This design comes from an exercise in tuning for small area, a short achievable clock period and few clock cycles per item on the open sky130 flow, not from production work. Where RTL was checked, it was by simulation tests only, not by an equivalence proof against the original.

==> flow/design.v <==
module SIMON_function
#(	parameter N = 32		)
 (	input logic [N-1:0] in,
	output logic [N-1:0] out	);
always_comb
begin
	out = ({in[N-2:0], in[N-1]} & {in[N-9:0], in[N-1:N-8]}) ^ {in[N-3:0], in[N-1:N-2]};
end
endmodule
module SIMON_round
#(	parameter N = 32		)
 (	input logic [2*N-1:0] block,
	input logic [N-1:0] key,
	output logic [2*N-1:0] out	);
logic [N-1:0] f;
SIMON_function #(N) func(.in(block[2*N-1:N]), .out(f));
always_comb
begin
	out[N-1:0] = block[2*N-1:N];
	out[2*N-1:N] = block[N-1:0] ^ key ^ f;
end
endmodule
module SIMON_keyexpansion
#(	parameter N = 32		)
 (	input logic [N-1:0] far, k1, k3,
	input logic zb,
	output logic [N-1:0] out		);
logic [N-1:0] t;
always_comb
begin
	t = {k1[2:0], k1[N-1:3]} ^ k3;
	t = t ^ {t[0], t[N-1:1]};
	out = ~far ^ t ^ {{(N-1){1'b0}}, zb} ^ 'd3;
end
endmodule
module SIMON_control
#(	parameter N = 32	)
 (	input logic clk, nR,
	input logic newData, newKey,
	input logic enc_dec, readData,
	input logic [2*N-1:0] plain,
	input logic [4*N-1:0] key,
	output logic ldData, ldKey,
	output logic doneData, doneKey,
	output logic [2*N-1:0] cipher	);
localparam logic [61:0] z = 62'b11110000101100111001010001001000000111101001100011010111011011;
localparam int LAST = 21;
logic run;		 
logic [4:0] cnt;	 
logic last;		 
logic par;		 
logic ks1, ks2;	 
logic act;		 
logic pend;		 
logic kvalid;	 
logic enc;		 
logic [2*N-1:0] P;
logic [3:0][N-1:0] A, B;
logic a_fwd;	 
logic b_bwd;	 
logic b_hold;	 
logic p_run;	 
logic p_swap;	 
logic goKey, goData, start;
logic enc_n;
logic run_n, last_n, par_n, ks1_n, ks2_n, act_n, pend_n, kvalid_n;
logic doneKey_n, doneData_n;
logic [4:0] cnt_n;
assign goKey = newKey && ldKey;
assign goData = newData && ldData;
logic [2:0][2*N-1:0] r;
logic [1:0][N-1:0] rk;
assign rk[0] = enc ? A[2] : B[3];
assign rk[1] = enc ? A[3] : B[2];
assign r[0] = P;
genvar g;
generate
	for(g=0; g<2; g++)
	begin : rounds
		SIMON_round #(N) rd(.block(r[g]), .key(rk[g]), .out(r[g+1]));
	end
endgenerate
logic [5:0][N-1:0] af, bb;
logic [1:0] za, zbk;
function automatic logic zc(input int i);
	zc = (i >= 0 && i < 62) ? z[i] : 1'b0;
endfunction
always_comb
	for(int i=0; i<2; i++)
	begin
		za[i] = zc(2*cnt - 2 + i);
		zbk[i] = ks1 ? 1'b0 : zc(39 - 2*cnt - i);
	end
assign af[3:0] = A;
assign bb[5:2] = B;
generate
	for(g=0; g<2; g++)
	begin : ksteps
		SIMON_keyexpansion #(N) kf(.far(af[g]), .k1(af[g+3]), .k3(af[g+1]), .zb(za[g]), .out(af[g+4]));
		SIMON_keyexpansion #(N) kb(.far(bb[5-g]), .k1(bb[4-g]), .k3(bb[2-g]), .zb(zbk[g]), .out(bb[1-g]));
	end
endgenerate
always_comb
begin
	run_n = run;
	cnt_n = cnt;
	par_n = par;
	ks1_n = 1'b0;
	ks2_n = 1'b0;
	act_n = act;
	pend_n = pend;
	kvalid_n = kvalid;
	doneKey_n = doneKey || goKey;
	doneData_n = doneData && !readData;
	start = 1'b0;		 
	if(run)
	begin
		cnt_n = cnt + 5'd1;
		if(last)
		begin
			run_n = 1'b0;
			par_n = 1'b0;
			kvalid_n = 1'b1;
			act_n = 1'b0;
			if(act)	doneData_n = 1'b1;
			start = 1'b1;
		end
	end
	else if(ks1)	ks2_n = 1'b1;
	else if(ks2)
	begin
		par_n = 1'b0;
		start = 1'b1;
	end
	else
	begin
		par_n = !par;
		start = par;
	end
	if(goKey)
	begin
		kvalid_n = 1'b0;
		ks1_n = 1'b1;
		start = 1'b0;
	end
	if(goData)	pend_n = 1'b1;
	if(start && pend_n)
	begin
		run_n = 1'b1;
		cnt_n = 'b0;
		act_n = (goData ? enc_dec : enc) || kvalid_n;
		pend_n = !act_n;
	end
	last_n = run_n && (cnt_n == LAST);
	enc_n = ldData ? enc_dec : enc;
end
always_ff @(posedge clk, negedge nR)
begin
	if(~nR)
	begin
		run <= 1'b0;
		cnt <= 'b0;
		last <= 1'b0;
		par <= 1'b0;
		ks1 <= 1'b0;
		ks2 <= 1'b0;
		act <= 1'b0;
		pend <= 1'b0;
		kvalid <= 1'b0;
		enc <= 1'b0;
		doneKey <= 1'b0;
		doneData <= 1'b0;
		ldKey <= 1'b0;
		ldData <= 1'b0;
		a_fwd <= 1'b0;
		b_bwd <= 1'b0;
		b_hold <= 1'b0;
		p_run <= 1'b0;
		p_swap <= 1'b0;
	end
	else
	begin
		run <= run_n;
		cnt <= cnt_n;
		last <= last_n;
		par <= par_n;
		ks1 <= ks1_n;
		ks2 <= ks2_n;
		act <= act_n;
		pend <= pend_n;
		kvalid <= kvalid_n;
		doneKey <= doneKey_n;
		doneData <= doneData_n;
		ldKey <= !pend_n && !ks1_n && !ks2_n && (!run_n || last_n);
		ldData <= doneKey_n && !doneData_n && !pend_n && !run_n && !ks1_n && (ks2_n || par_n);
		enc <= enc_n;
		a_fwd <= run_n && !last_n;
		b_bwd <= (run_n && !last_n && kvalid_n) || ks1_n;
		b_hold <= (run_n && !last_n && !kvalid_n) || ks2_n;
		p_run <= run_n && act_n;
		p_swap <= last_n && !enc_n;
	end
end
always_ff @(posedge clk)
begin
	if(ldData)	P <= enc_dec ? plain : {plain[N-1:0], plain[2*N-1:N]};
	else if(p_run)	P <= p_swap ? {r[2][N-1:0], r[2][2*N-1:N]} : r[2];
end
assign cipher = P;
always_ff @(posedge clk)
begin
	if(goKey)	B <= key;
	else if(b_bwd)	B <= {B[1:0], bb[1:0]};
	else if(!b_hold)	B <= A;
end
always_ff @(posedge clk)
begin
	if(a_fwd)	A <= af[5:2];
	else	A <= B;
end
endmodule
module SIMON_64128
#(	parameter N = 32,
	parameter M = 4		)
 (	input logic clk, nR,
	input logic newData, newKey,
	input logic enc_dec, readData,
	input logic [2*N-1:0] plain,
	input logic [M-1:0][N-1:0] key,
	output logic ldData, ldKey,
	output logic doneData, doneKey,
	output logic [2*N-1:0] cipher	);
SIMON_control #(N) control(.*);
endmodule
==> flow/config.mk <==
export PLATFORM = sky130hd
export DESIGN_NAME = SIMON_64128
export DESIGN_NICKNAME = SIMON_64128
export VERILOG_FILES = /design/flow/design.v
export SDC_FILE = /design/flow/constraint.sdc
export NUM_CORES = 4
export LEC_CHECK = 0
export CAP_MARGIN = 20
export CORE_MARGIN = 2
export CORE_UTILIZATION = 40
export SETUP_SLACK_MARGIN = 3.6
export SLEW_MARGIN = 20
==> flow/constraint.sdc <==
create_clock -name core_clock -period 6.0 [get_ports {clk}]
set_input_delay 1.2000 -clock core_clock [delete_from_list [all_inputs] [get_ports {clk}]]
set_output_delay 1.2000 -clock core_clock [all_outputs]
set_load 0.01 [all_outputs]
standard.sh (not shown) runs the stock make flow with config.mk's settings and CLKGATE_MAP_FILE= SYNTH_SCRIPT=/design/flow/synth_recipe.tcl, a recipe that flattens the netlist after the stock synthesis.
==> flow/flow/run.sh <==
#!/bin/bash
# The standard layout (standard.sh, unchanged synthesis and steps), except that
# the port buffers placement inserts on every input and output are plain
# buffers (buf_2) instead of the delay cells buffer_ports picks by default;
# timing repair may still resize them.
set -euo pipefail
export BUFFER_PORTS_ARGS="-buffer_cell sky130_fd_sc_hd__buf_2"
bash standard.sh > standard.log 2>&1
==> next run, changes <==
--- a/flow/design.v
+++ b/flow/design.v
@@ -56,13 +56,7 @@
 logic enc;		 
 logic [2*N-1:0] P;
 logic [3:0][N-1:0] A, B;
-logic a_fwd;	 
-logic b_bwd;	 
-logic b_hold;	 
-logic p_run;	 
-logic p_swap;	 
 logic goKey, goData, start;
-logic enc_n;
 logic run_n, last_n, par_n, ks1_n, ks2_n, act_n, pend_n, kvalid_n;
 logic doneKey_n, doneData_n;
 logic [4:0] cnt_n;
@@ -152,7 +146,6 @@
 		pend_n = !act_n;
 	end
 	last_n = run_n && (cnt_n == LAST);
-	enc_n = ldData ? enc_dec : enc;
 end
 always_ff @(posedge clk, negedge nR)
 begin
@@ -172,11 +165,6 @@
 		doneData <= 1'b0;
 		ldKey <= 1'b0;
 		ldData <= 1'b0;
-		a_fwd <= 1'b0;
-		b_bwd <= 1'b0;
-		b_hold <= 1'b0;
-		p_run <= 1'b0;
-		p_swap <= 1'b0;
 	end
 	else
 	begin
@@ -193,29 +181,28 @@
 		doneData <= doneData_n;
 		ldKey <= !pend_n && !ks1_n && !ks2_n && (!run_n || last_n);
 		ldData <= doneKey_n && !doneData_n && !pend_n && !run_n && !ks1_n && (ks2_n || par_n);
-		enc <= enc_n;
-		a_fwd <= run_n && !last_n;
-		b_bwd <= (run_n && !last_n && kvalid_n) || ks1_n;
-		b_hold <= (run_n && !last_n && !kvalid_n) || ks2_n;
-		p_run <= run_n && act_n;
-		p_swap <= last_n && !enc_n;
+		if(goData)	enc <= enc_dec;
 	end
 end
 always_ff @(posedge clk)
 begin
-	if(ldData)	P <= enc_dec ? plain : {plain[N-1:0], plain[2*N-1:N]};
-	else if(p_run)	P <= p_swap ? {r[2][N-1:0], r[2][2*N-1:N]} : r[2];
+	if(goData)	P <= enc_dec ? plain : {plain[N-1:0], plain[2*N-1:N]};
+	else if(run && act)	P <= (last && !enc) ? {r[2][N-1:0], r[2][2*N-1:N]} : r[2];
 end
 assign cipher = P;
 always_ff @(posedge clk)
 begin
 	if(goKey)	B <= key;
-	else if(b_bwd)	B <= {B[1:0], bb[1:0]};
-	else if(!b_hold)	B <= A;
+	else if(run && !last)
+	begin
+		if(kvalid)	B <= {B[1:0], bb[1:0]};
+	end
+	else if(ks1)	B <= {B[1:0], bb[1:0]};
+	else if(!ks2)	B <= A;
 end
 always_ff @(posedge clk)
 begin
-	if(a_fwd)	A <= af[5:2];
+	if(run && !last)	A <= af[5:2];
 	else	A <= B;
 end
 endmodule
Outcome:
- The changed run completed with no timing, DRC or antenna violations
- worst setup slack loses 0.0033 ns
- final area rises by about 2%
- count of clock-buffer cells in the layout goes up by 2
- utilization is higher by 0.99 points
- area after synthesis is about the same
- non-clock buffer count rose by 27
- global-route usage grows by 2.1 points
- routed wire length goes up by about 10%
- fmax is about the same
Testbench counts after the change, summed over its fixed seeds: cycles 11,866, blocks 480.
For the first run of this note, only the layout was checked, not whether the RTL still works.

port drivers added, routing unchanged:
No port has a modelled driver above. Below, the same layouts with a new extraction and two added sets of constraints.
Step 1 sets driving cells, clkbuf_16 on the clock port and buf_2 on the other inputs (assumed; they add their load-dependent delay and slew).
Step 2 adds t to the input delays and takes it off the output delays; t is the mean of the earliest and latest rising clock arrival at the registers after step 1. Input paths then give back, and output paths get back, about the clock's delay inside the block.
a / b / c = no drivers / after step 1 / after step 2; a / b = the first two.
run | t (ns) | slack for setup (ns) | worst slew at a driven data input, ns | pins driven straight from the clock port
the first run | 0.619 | 3.449 / 3.449 / 3.000 | 0.10 | 1
the second run | 0.633 | 3.446 / 3.446 / 3.058 | 0.05 | 1
After both steps every run listed still meets setup and hold. For the first run, which loses most, drivers alone change the setup slack by 0.000 ns; drivers and shift together by -0.449 ns.
